Context: an optimization exercise on an open-source flow, tuned for small area and few clock cycles. The choices shown serve that exercise and are no tape-out recipe.
In this exercise RTL edits were held to simulation tests only and were not proved equivalent to the original.
Power figures rest on the tool's default switching activity, not on a simulated workload.

==> config.mk <==
export PLATFORM = sky130hd
export DESIGN_NAME = FC
export DESIGN_NICKNAME = FC
export VERILOG_FILES = /design/flow/design.v
export SDC_FILE = /design/flow/constraint.sdc
export NUM_CORES = 4
export LEC_CHECK = 0
export CAP_MARGIN = 20
export CORE_MARGIN = 2
export CORE_UTILIZATION = 40
export PLACE_DENSITY = 0.6
export SLEW_MARGIN = 20
==> run.sh <==
#!/bin/bash
# synth_recipe.tcl (not shown) runs the flow's synth.tcl, then flattens the netlist and writes it again
# the make line also repeats each setting of config.mk as NAME=value (left out here)
make -C /OpenROAD-flow-scripts/flow DESIGN_CONFIG=/design/flow/config.mk WORK_HOME=/design/flow/orfs CLKGATE_MAP_FILE= SYNTH_SCRIPT=/design/flow/synth_recipe.tcl finish
==> constraint.sdc <==
create_clock -name core_clock -period 11.0 [get_ports {clk}]
set_input_delay 2.2000 -clock core_clock [delete_from_list [all_inputs] [get_ports {clk}]]
set_output_delay 2.2000 -clock core_clock [all_outputs]
set_load 0.01 [all_outputs]
==> design.v <==
module FC (
  input             clk,
  input             rst_n,
  input             start_FC,
  output            end_FC,
  output     [15:0] ram_addr_w,
  output     [7:0]  ram_data_w,
  output            ram_en,
  output            ram_wea,
  output     [8:0]  rom_addr_row,
  input      [31:0] rom_data_row,
  output            rom_en_row,
  output     [14:0] rom_addr_rw,
  input      [7:0]  rom_data_rw,
  output            rom_en_rw,
  output     [15:0] ram_addr_r,
  input      [7:0]  ram_data_r,
  output            ram_en_r,
  output     [7:0]  NN_out_male,
  output     [7:0]  NN_out_female
);
  reg        run;
  reg        ph;
  reg [10:0] cnt;
  reg [4:0]  g;
  reg [14:0] waddr;
  reg signed [25:0] acc;
  reg signed [25:0] P;
  reg [7:0]  outreg;
  reg [7:0]  r1 [0:11];
  reg [7:0]  r2 [0:7];
  wire l1 = (g < 5'd12);
  wire l3 = (g >= 5'd20);
  wire l2 = ~l1 & ~l3;
  wire last = (g == 5'd21);
  wire [10:0] n_in = l1 ? 11'd1600 : (l2 ? 11'd12 : 11'd8);
  wire m0    = ~ph & (cnt == 11'd0);
  wire mclr  = ~ph & (cnt == 11'd1);
  wire mbis  = ~ph & (cnt == n_in);
  wire mend  = ~ph & (cnt == n_in + 11'd1);
  wire [10:0] glen1 = l1 ? 11'd30 : (l2 ? 11'd33 : 11'd29);
  wire gend  = ph & (cnt == glen1);
  wire [1:0] j = ph ? 2'd0 : (m0 ? 2'd1 : (mend ? 2'd0 : 2'd2));
  wire [8:0] row_addr = 9'd108 + {4'd0, g} + {3'd0, g, 1'b0} + {7'd0, j};
  assign rom_addr_row = row_addr;
  assign rom_en_row   = 1'b1;
  assign rom_addr_rw  = waddr;
  assign rom_en_rw    = 1'b1;
  assign ram_addr_r   = {5'd0, cnt};
  assign ram_en_r     = 1'b1;
  wire use_a = run & ~ph & ~mend;
  wire [7:0] a_sel = ~use_a ? (mend ? {{2{rom_data_row[5]}}, rom_data_row[5:0]} : 8'd0)
                   : (l1 ? ram_data_r : (l2 ? r1[0] : r2[0]));
  wire [7:0] w_sel = mend ? 8'd1 : rom_data_rw;
  wire signed [15:0] prod = $signed(w_sel) * $signed(a_sel);
  wire signed [25:0] acc_a = mclr ? ~{{5{rom_data_row[20]}}, rom_data_row[20:0]} : acc;
  wire signed [25:0] acc_n = acc_a + {{10{prod[15]}}, prod} + {25'd0, mclr};
  wire       step  = ph & (cnt < 11'd26);
  wire       mbit  = rom_data_row[cnt[4:0]];
  wire       kstep = ph & (cnt == 11'd26);
  wire signed [26:0] kval = l3 ? 27'sd2656 : -27'sd8160;
  wire signed [26:0] pa = (ph & (cnt == 11'd0)) ? 27'sd0 : {P[25], P};
  wire signed [26:0] pb = (step & mbit) ? {acc[25], acc} : (kstep ? kval : 27'sd0);
  wire signed [26:0] psum = pa + pb;
  wire clamp = P[25] & ~(&P[24:12]);
  wire [7:0] outb = clamp ? 8'h80 : P[12:5];
  wire olat = ph & (cnt == 11'd27);
  wire ins1 = run & ((m0 & (g >= 5'd1) & (g <= 5'd12)) | (last & mclr) | (last & ph & (cnt == 11'd28)));
  wire [2:0] gp4 = g[2:0] + 3'd4;
  wire ins2 = run & ~ph & (g >= 5'd12) & (g <= 5'd20) & (cnt[10:3] == 8'd0) & (cnt[2:0] == gp4);
  wire wr = run & last & ph & (cnt[10:1] == 10'd14);
  assign end_FC = run & last & ph & (cnt == 11'd29);
  assign ram_en = wr;
  assign ram_wea = wr;
  assign ram_addr_w = {15'd0, cnt[0]};
  assign ram_data_w = r1[11];
  assign NN_out_male = r1[11];
  assign NN_out_female = r1[10];
  integer k;
  always @(posedge clk) begin
    if (!rst_n) begin
      run <= 1'b0;
    end else if (!run) begin
      run <= start_FC;
    end else if (gend & last) begin
      run <= 1'b0;
    end
  end
  always @(posedge clk) begin
    if (!rst_n || !run) begin
      ph <= 1'b0;
      cnt <= 11'd0;
      g <= 5'd0;
      waddr <= 15'd2664;
    end else begin
      if (mend) begin
        ph <= 1'b1;
        cnt <= 11'd0;
      end else if (gend) begin
        ph <= 1'b0;
        cnt <= 11'd0;
        g <= g + 5'd1;
      end else begin
        cnt <= cnt + 11'd1;
      end
      if (~ph & ~mbis & ~mend)
        waddr <= waddr + 15'd1;
    end
  end
  always @(posedge clk) begin
    acc <= acc_n;
    P <= psum[26:1];
    if (olat) outreg <= outb;
    for (k = 0; k < 11; k = k + 1) r1[k] <= r1[k+1];
    r1[11] <= ins1 ? outreg : r1[0];
    for (k = 0; k < 7; k = k + 1) r2[k] <= r2[k+1];
    r2[7] <= ins2 ? outreg : r2[0];
  end
endmodule
==> out/summary.txt <==
Syn Std Cell Area: 0.01344 mm²
CP endpoint kind: flop
synth-to-layout area growth: 17.15%
kind of critical path: flop to flop
status: complete, no violations
Cell variety after synth: 78
routed vias/inst: 4.902
Port Buffers: 106
Die ar.: 0.03508 mm²
Initial DRC Count: 385
hold slack: 0.3157 ns
Clk Tree Root Cell: clkbuf_16
Post-synth ARST share: 0%
Worst path max stage delay: 0.55 ns
core area: 0.03328 mm²
Max Slew Vio Count: 0
Static Leak: 7.017 nW
NetSw: 944.4 µW
Critical Path AT: 10.44 ns
period utilisation layout: 90.99%
post-route ant nets: 0
Peak VDD IR: 0.1622 mV
fin nets: 1716
Ant. Diodes: 0
grt met2 use: 27.42%
H-tree depth: 1
Req. time, crit path: 11.43 ns
Pre-Repair DR Iteration Count: 4
gr usage total: 17.12%
flops & latches, synth: 253
Int Power: 1.910 mW
Routed WL: 29.95 mm
num rows: 67
met1 Use GR: 24.30%
Post-Place Worst Slack: 0.7735 ns
# setup viols final: 0
clk buf depth: 3
Chip Width: 187.3 µm
setup bufs post-CTS: 0
RePlAce Congestion: 0.8805
final setup margin: 0.9916 ns
Die Ht: 187.3 µm
non-filler cells, final: 1971
met3 Use GR: 2.533%
clock power share: 30.9%
critical-path maximum fanout: 17
part of the power in combinational logic: 33.3%
starting density of the core: 40.38%
Max Clock Freq: 0.09992 GHz
routed len/inst: 15.19 µm
Post-CTS Resized: 0
Layout fillers: 3204
clock skew: 0.01154 ns
global route hottest layer: met2
sequential element share of the synthesized area: 38.28%
Boundary Pins: 137
register area: 0.005145 mm²
Post-synth EDFFs: 8
Avg Cell Area, Syn: 9.620 µm²
layout cells sized above 1: 6.697%
pin count of the biggest net entering global routing: 38
CP max-delay cell: fa_1
Clock Latency Late Sink: 0.54 ns
Remaining DRCs: 0
crit path launch type: flop
final setup TNS: 0 ns
worst-margin pin slew: 0.8591 ns
clock sink count: 253
Hold/Removal Path Class: flop to flop
Pwr Density: 181.3 mW/mm²
area of the multi-input gates: 0.007495 mm²
GRT overflow: 0
relative slew slack: 42.42%
cell family with most CP delay: compound AO/OA/AOI/OAI gates
RSZ-0062 raised after global routing: no
Max-Cap Viols: 0
CTS tree: done
Hold Fails Final Rpt: 0
CTS clk-pin slew, worst paths: 0.06 ns
DP Wirelength: 23.59 mm
cts hold-fix bufs: 0
worst path bufs/invs: 6
global-route wire length before repair: 48.81 mm
Placed Instances: 1921
Reg power frac: 35.8%
crit path time final: 10.01 ns
initial antenna violation count: 0
Most common cell on crit path: inv_1
switching share of total power: 33.09%
routed vias: 9662
Top FF cell, synth: dfxtp_1
vias in the first global route: 9514
Syn Inst Count: 1397
Ys Warns: 3
TritonCTS buffer count: 27
## cell usage after synthesis, drive strengths merged, types with 7 or more instances
master  instances  area (µm²)
xnor2          67       594.3
xor2           28       245.2
ha            103        1289
inv           136       513.0
nor2b           8       50.05
mux2i          16       160.2
nand4          14       87.58
clkbuf         21       78.83
nand3          39       195.2
nand2b          7       43.79
a31oi           7       43.79
a21oi          64       320.3
mux2           16       180.2
and2           50       312.8
o21a           19       143.9
fa             60        1201
a211oi          7       52.55
o21ai          60       300.3
nor2          118       450.4
buf            42       302.8
and3           19       120.1
nand2         100       375.4
edfxtp          8       240.2
dfxtp         245        4905
a21o           41       307.8
nor3           16       85.08
## per-layer routing
metal  vias to the layer above  wire length, µm
li1                       4852                -
met1                      4581            14510
met2                       192            13380
met3                        37             1406
met4                         0              656
met5                         -                0
## worst reg2reg max path, delay by kind of cell (launching register included)
family / cells / cell delay, ns
AO/OA/AOI/OAI: 13 / 3.06
AND/OR/NAND/NOR: 13 / 2.80
flip-flops: 1 / 0.50
buffers and inverters: 6 / 0.72
adder cells (fa/ha/maj): 7 / 2.83
## placed cells by master (no fill, tap or decap), drive strengths merged, types with 50 or more instances in the layout
master	n
xnor2	67
ha	103
and2	50
inv	141
fa	60
clkdlybuf4s50	106
dfxtp	245
nor2	118
nand2	100
o21ai	60
a21oi	64
## cells by family after synthesis
kind of cell	share of synthesized area, %
mux	3.538
other cells	0.05588
simple gates	14.78
buf+inv	6.657
compound gates	11.92
fa+ha+maj	18.53
xor+xnor	6.247
flops	38.28
## flip-flops by register name, indices dropped and copies added, names as in the netlist
register	cells
acc	26
P	26
g	5
run	1
outreg	8
ph	1
waddr	15
r2	64
cnt	11
r1	96
## layout make-up
class / instances / share of cell area (%)
tap: 448 / 3.560
multi-input combinational: 967 / 47.60
clock buffer: 35 / 4.808
timing repair buffer: 117 / 7.264
sequential: 253 / 32.68
clock inverter: 15 / 0.8265
inverter: 136 / 3.258
## per-stage QoR
step	cell area, µm²	power (mW)	util [%]
finish	15740	2.854	47.31
global route	15740	3.049	47.31
CTS	15740	2.883	47.28
detailed placement	14850	1.985	44.62
global placement	14840	1.975	44.60
floorplan	13520	1.788	-
## final timing paths
path | to | slack [ns] | start | cells past startpoint
min reg2reg | r2[4][4] | 0.32 | r2[5][4] | 0
max reg2reg | acc[25] | 0.99 | g[4] | 39
max | acc[25] | 0.99 | g[4] | 39
min | r2[4][4] | 0.32 | r2[5][4] | 0
## power by group through the flow
stage	Sequential, mW	Combinational (mW)	Clock, mW
final	1.02	0.949	0.882
after detailed placement	1.04	0.940	0
after floorplan	1.03	0.763	0
after global placement	1.04	0.931	0
after CTS	1.02	0.949	0.909
after global routing	1.03	1.07	0.949
Testbench counts, summed over its fixed seeds: cycles 361,092.

-- separate check: timing with driven ports --
The results above use ideal ports. As a check the final layout listed here was re-extracted and re-timed, cells and wires unchanged.
Step 1 (the two cells are an assumption about what drives the block):
set clk [get_ports {clk}]
set_driving_cell -lib_cell sky130_fd_sc_hd__clkbuf_16 $clk
set_driving_cell -lib_cell sky130_fd_sc_hd__buf_2 [delete_from_list [all_inputs] $clk]
Step 2 moves the port delays by t, midway between the first and last clock arrival at a register: inputs arrive t later, outputs are due t later. That takes back most of the time a late clock gives input paths.
Slacks: ideal ports / drivers / drivers and shift; pairs: ideal ports / drivers.
shift t [ns]: 0.591
setup slack, ns: 0.992 / 0.992 / 0.766
hold slack, ns: 0.316 / 0.316 / 0.316
worst setup path at the end: input to register
slew at the worst register clock pin (ns): 0.07 / 0.07
After both steps this run still meets setup and hold. For this run, drivers alone change the setup slack by 0.000 ns; drivers and shift together by -0.226 ns.
